Background: an optimization exercise with open tools, aiming at small area. Do not read the settings as production practice.
The clock input has no modelled driver; a real chip could not lean on it and would need a root buffer or a full tree.

## 01-15
==> flow/design.v <==
module digital_lock #(
	parameter	width = 4,
	parameter	tick_cycles = 250
)(
	input				clock,
	input				reset,
	input		[3:0]	key,
	output	reg	[6:0]	HEX0,
	output	reg	[6:0]	HEX1,
	output	reg	[6:0]	HEX2,
	output	reg	[6:0]	HEX3,
	output	reg	[6:0]	HEX4,
	output	reg	[6:0]	HEX5,
	output	reg			LOCK_STATE,
	output	reg			UNLOCK_STATE,
	output	reg			ORIGIN_STATE,
	output	reg			SECOND_STATE,
	output	reg			THIRD_STATE
);
localparam	UNLOCKED	= 3'b000;
localparam	UNLOCKED_ERR	= 3'b001;
localparam	LOCKED	= 3'b101;
localparam	LOCKING	= 3'b011;
localparam	ORIGIN	= 3'b100;
localparam	UNLOCKING	= 3'b111;
localparam	SECOND	= 3'b010;
localparam	THIRD	= 3'b110;
localparam	C0 = 3'b000;
localparam	C1 = 3'b001;
localparam	C2 = 3'b100;
localparam	C3 = 3'b101;
localparam	C4 = 3'b110;
localparam	C5 = 3'b011;
localparam	C6 = 3'b010;
localparam	C7 = 3'b111;
localparam	D0 = 2'b00;
localparam	D1 = 2'b01;
localparam	D2 = 2'b11;
localparam	D3 = 2'b10;
reg	[2:0]	state;
reg	[3:0]	key_last;
reg	[7:0]	counter;
reg	[2:0]	t_h;
reg	[2:0]	cnt_o, cnt_b;	 
reg	[7:0]	pw_o, pw_b;		 
reg			t_e;
reg	[3:0]	shown;			 
wire	[3:0]	press = key_last & ~key;
wire			any_press = |press;
wire	[1:0]	digit = press[0] ? D0 : press[1] ? D1 : press[2] ? D2 : D3;
wire			tick = ~counter[7] & counter[6] & counter[5] & ~counter[4] & counter[3] & counter[2] & counter[0];
wire			in_o = (state[2] & ~state[1] & ~state[0]);
wire			in_b = (state[1] & ~state[0]);
wire			in_entry = (state[2] & ~state[0]) | (state[1] & ~state[0]);
wire			sel_b = (state[1]);
wire			in_s = (~state[2] & state[1] & ~state[0]);
wire	[2:0]	cnt = sel_b ? cnt_b : cnt_o;
wire			confirm = (cnt == C4) & press[1];
wire			timeout = (t_h[2] & ~t_h[1] & t_h[0]);
wire			enter = ~confirm & ~timeout & any_press;	 
wire			show = ~timeout & ~any_press;				 
reg		[2:0]	cnt_next;
always @(*)
	case (cnt)
		C0:	cnt_next = C1;
		C1:	cnt_next = C2;
		C2:	cnt_next = C3;
		C3:	cnt_next = C4;
		C4:	cnt_next = C5;
		C5:	cnt_next = C6;
		default:	cnt_next = C7;
	endcase
wire	[3:0]	wpos = {cnt == C3, cnt == C2, cnt == C1, cnt == C0};
wire	[3:0]	spos = {cnt == C4, cnt == C3, cnt == C2, cnt == C1};
wire	[7:0]	pw_shown = ORIGIN_STATE ? pw_o : pw_b;
wire			match = (pw_shown == pw_o);
integer k;
always @(posedge clock) begin
	key_last	<= key;
	if (!reset) begin
		cnt_o	<= C0;
		cnt_b	<= C0;
	end
	else if (confirm) begin
		if (in_o) cnt_o <= C0;
		if (in_b) cnt_b <= C0;
	end
	else if (enter) begin
		if (in_o) cnt_o <= cnt_next;
		if (in_b) cnt_b <= cnt_next;
	end
	for (k = 0; k < 4; k = k + 1)
		if (enter & wpos[k]) begin
			if (in_o) pw_o[2*k +: 2] <= digit;
			if (in_b) pw_b[2*k +: 2] <= digit;
		end
	if (!in_entry | confirm)
		t_h		<= 3'b111;
	else if (tick)
		t_h		<= {t_h[1:0], ~(t_h[0] | t_h[2])};
	if (!reset | tick)
		counter	<= 8'd127;
	else
		counter	<= {counter[6:0], ~(counter[7] ^ (counter[0] & counter[4]))};
	if (!in_entry | confirm | (show & (cnt == C7)))
		shown	<= 4'b0000;
	else if (show)
		shown	<= shown | spos;
	LOCK_STATE		<= !reset | (state[2] & ~state[1] & state[0]);
	UNLOCK_STATE	<= !reset | (~state[2] & ~state[1]);
	ORIGIN_STATE	<= !reset | (state[2] & ~state[1] & ~state[0]);
	SECOND_STATE	<= !reset | (~state[2] & state[1]);
	THIRD_STATE		<= !reset | (state[2] & state[1]);
	if (!reset) begin
		state	<= UNLOCKED;
		t_e		<= 1'b0;
	end
	else case (state)
		UNLOCKED, UNLOCKED_ERR: if (press[0])
			state	<= ORIGIN;
		LOCKED: if (press[3])
			state	<= THIRD;
		ORIGIN: if (confirm)
			state	<= SECOND;
		else if (timeout)
			state	<= UNLOCKED;
		SECOND: if (confirm)
			state	<= LOCKING;
		else if (timeout)
			state	<= UNLOCKED;
		THIRD: if (confirm)
			state	<= UNLOCKING;
		else if (timeout)
			state	<= LOCKED;
		LOCKING:
			state	<= match ? LOCKED : UNLOCKED_ERR;
		UNLOCKING: if (match)
			state	<= UNLOCKED;
		else begin
			state	<= LOCKED;
			t_e		<= 1'b1;
		end
	endcase
end
wire		m_u = UNLOCK_STATE & ((~state[2] & ~state[0]));	 
wire		m_lck = LOCK_STATE & ((~state[1]));	 
wire		m_e = (UNLOCK_STATE & ((state[0]))) | (m_lck & t_e);	 
wire		m_l = m_lck & ~t_e;								 
function [6:0] lit;
	input [1:0] x;
	case (x)
		D0: lit = ~7'b1111001;
		D1: lit = ~7'b0100100;
		D2: lit = ~7'b0110000;
		D3: lit = ~7'b0011001;
	endcase
endfunction
wire	[6:0]	l5 = {7{shown[0]}} & lit(pw_shown[1:0]);
wire	[6:0]	l4 = {7{shown[1]}} & lit(pw_shown[3:2]);
wire	[6:0]	l3 = {7{shown[2]}} & lit(pw_shown[5:4]);
wire	[6:0]	l2 = {7{shown[3]}} & lit(pw_shown[7:6]);
wire			m_any = m_e | m_u | m_l;
always @(*) begin
	HEX5 = ~(l5 | {m_e, m_any, m_any, m_any, m_u, m_u, m_e});
	HEX4 = ~(l4 | {m_any, 1'b0, m_any, m_l, m_u | m_l, 1'b0, 1'b0});
	HEX3 = ~(l3 | {m_e | m_l, m_u, m_any, m_u | m_l, 1'b0, 1'b0, 1'b0});
	HEX2 = ~(l2 | {m_any, m_l, m_any, m_any, m_e | m_u, m_l, 1'b0});
	HEX1 = ~{m_e | m_u, 1'b0, m_e | m_u, m_u, 3'b000};
	HEX0 = ~{m_u, m_u, m_u, m_u, 1'b0, m_u, 1'b0};
end
endmodule
Settings: LEC_CHECK=0, CAP_MARGIN=20, CORE_MARGIN=2, CORE_UTILIZATION=40, SLEW_MARGIN=20; clock period 10.0 ns.
standard.sh (not shown) runs the stock make flow with config.mk's settings and CLKGATE_MAP_FILE= SYNTH_SCRIPT=/design/flow/synth_recipe.tcl, a recipe that flattens the netlist after the stock synthesis.
==> flow/flow/run.sh <==
#!/bin/bash
# Standard layout (the standard.sh on ORFS), with three changes:
#  - before global placement every logic cell gets the smallest drive
#    strength of its kind (flow/downsize.tcl); repair_design in the
#    placement step sizes up again where needed;
#  - the port buffers are the smallest buffer (sky130_fd_sc_hd__buf_1);
#  - the clock tree is a few sky130_fd_sc_hd__clkbuf_8, each at the centre
#    of a cluster of registers it drives, all driven by the clock port
#    (flow/cts_pre.tcl builds it before the CTS step and turns
#    clock_tree_synthesis into a no-op); the rest of the CTS step (timing
#    repair, legalisation) runs as usual.
# The tools' output goes to standard.log; ORFS keeps its per-step logs
# under orfs/logs.
set -uo pipefail
export BUFFER_PORTS_ARGS="-buffer_cell sky130_fd_sc_hd__buf_1"
export PRE_GLOBAL_PLACE_TCL="$PWD/flow/downsize.tcl"
export PRE_CTS_TCL="$PWD/flow/cts_pre.tcl"
bash standard.sh > standard.log 2>&1
Other scripts of this flow, unchanged in this note and not shown: flow/flow/cts_pre.tcl, flow/flow/downsize.tcl
## Diff of input files: 07-05 against 01-15
diff --git a/flow/design.v b/flow/design.v
--- a/flow/design.v
+++ b/flow/design.v
@@ -23,18 +23,18 @@
 localparam	LOCKING	= 3'b011;
 localparam	ORIGIN	= 3'b100;
 localparam	UNLOCKING	= 3'b111;
 localparam	SECOND	= 3'b010;
 localparam	THIRD	= 3'b110;
-localparam	C0 = 3'b000;
+localparam	C0 = 3'b111;
 localparam	C1 = 3'b001;
-localparam	C2 = 3'b100;
-localparam	C3 = 3'b101;
-localparam	C4 = 3'b110;
-localparam	C5 = 3'b011;
-localparam	C6 = 3'b010;
-localparam	C7 = 3'b111;
+localparam	C2 = 3'b011;
+localparam	C3 = 3'b010;
+localparam	C4 = 3'b101;
+localparam	C5 = 3'b110;
+localparam	C6 = 3'b000;
+localparam	C7 = 3'b100;
 localparam	D0 = 2'b00;
 localparam	D1 = 2'b01;
 localparam	D2 = 2'b11;
 localparam	D3 = 2'b10;
 reg	[2:0]	state;
@@ -46,19 +46,19 @@
 reg			t_e;
 reg	[3:0]	shown;			 
 wire	[3:0]	press = key_last & ~key;
 wire			any_press = |press;
 wire	[1:0]	digit = press[0] ? D0 : press[1] ? D1 : press[2] ? D2 : D3;
-wire			tick = ~counter[7] & counter[6] & counter[5] & ~counter[4] & counter[3] & counter[2] & counter[0];
+wire			tick = counter[7] & counter[6] & counter[5] & counter[4] & counter[3] & ~counter[1] & ~counter[0];
 wire			in_o = (state[2] & ~state[1] & ~state[0]);
 wire			in_b = (state[1] & ~state[0]);
 wire			in_entry = (state[2] & ~state[0]) | (state[1] & ~state[0]);
 wire			sel_b = (state[1]);
 wire			in_s = (~state[2] & state[1] & ~state[0]);
 wire	[2:0]	cnt = sel_b ? cnt_b : cnt_o;
 wire			confirm = (cnt == C4) & press[1];
-wire			timeout = (t_h[2] & ~t_h[1] & t_h[0]);
+wire			timeout = (~t_h[2] & ~t_h[0]);
 wire			enter = ~confirm & ~timeout & any_press;	 
 wire			show = ~timeout & ~any_press;				 
 reg		[2:0]	cnt_next;
 always @(*)
 	case (cnt)
@@ -93,17 +93,17 @@
 		if (enter & wpos[k]) begin
 			if (in_o) pw_o[2*k +: 2] <= digit;
 			if (in_b) pw_b[2*k +: 2] <= digit;
 		end
 	if (!in_entry | confirm)
-		t_h		<= 3'b111;
+		t_h		<= 3'b100;
 	else if (tick)
-		t_h		<= {t_h[1:0], ~(t_h[0] | t_h[2])};
+		t_h		<= {t_h[1:0], ~(t_h[0] & t_h[2])};
 	if (!reset | tick)
-		counter	<= 8'd127;
+		counter	<= 8'd0;
 	else
-		counter	<= {counter[6:0], ~(counter[7] ^ (counter[0] & counter[4]))};
+		counter	<= {counter[6:0], counter[7] ^ (~(counter[0] & counter[4]))};
 	if (!in_entry | confirm | (show & (cnt == C7)))
 		shown	<= 4'b0000;
 	else if (show)
 		shown	<= shown | spos;
 	LOCK_STATE		<= !reset | (state[2] & ~state[1] & state[0]);
Results
[07-05] clock slew seen by the registers of the worst setup and hold paths rose 0.02 ns relative to 01-15
Diff 01-15 -> 07-05: area share of and/or/nand/nor cells after synthesis dropped 0.62 points; synthesized cell count dropped 28; layout overhead on the synthesized area climbed 3.9 points.
The total length of routed met3 wires in 07-05 sits about 40% above the value recorded for 01-15.
No functional check of the RTL was part of any run of this note. No run of this note takes its clock network from TritonCTS; it comes from the design's own scripts or RTL.

port drivers added, routing unchanged:
Ports are ideal in the flow. The routed layouts listed here were re-timed in OpenROAD.
Step 1: set_driving_cell puts a clkbuf_16 on clock and a buf_2 on each other input, an assumption about the parent block.
Step 2 also shifts input and output timing later by t, the mid clock arrival at the registers, as if the neighbouring blocks saw the same clock.
Three values: ideal, step 1, step 2; two values: the first two.
run	t (ns)	setup WS [ns]	clock arrival spread, ns	worst slew at a driven data input, ns
01-15	0.204	6.104 / 6.055 / 6.259	0.008 / 0.008	0.03
07-05	0.197	5.999 / 5.949 / 6.146	0.043 / 0.044	0.03
After both steps every run listed still meets setup and hold.
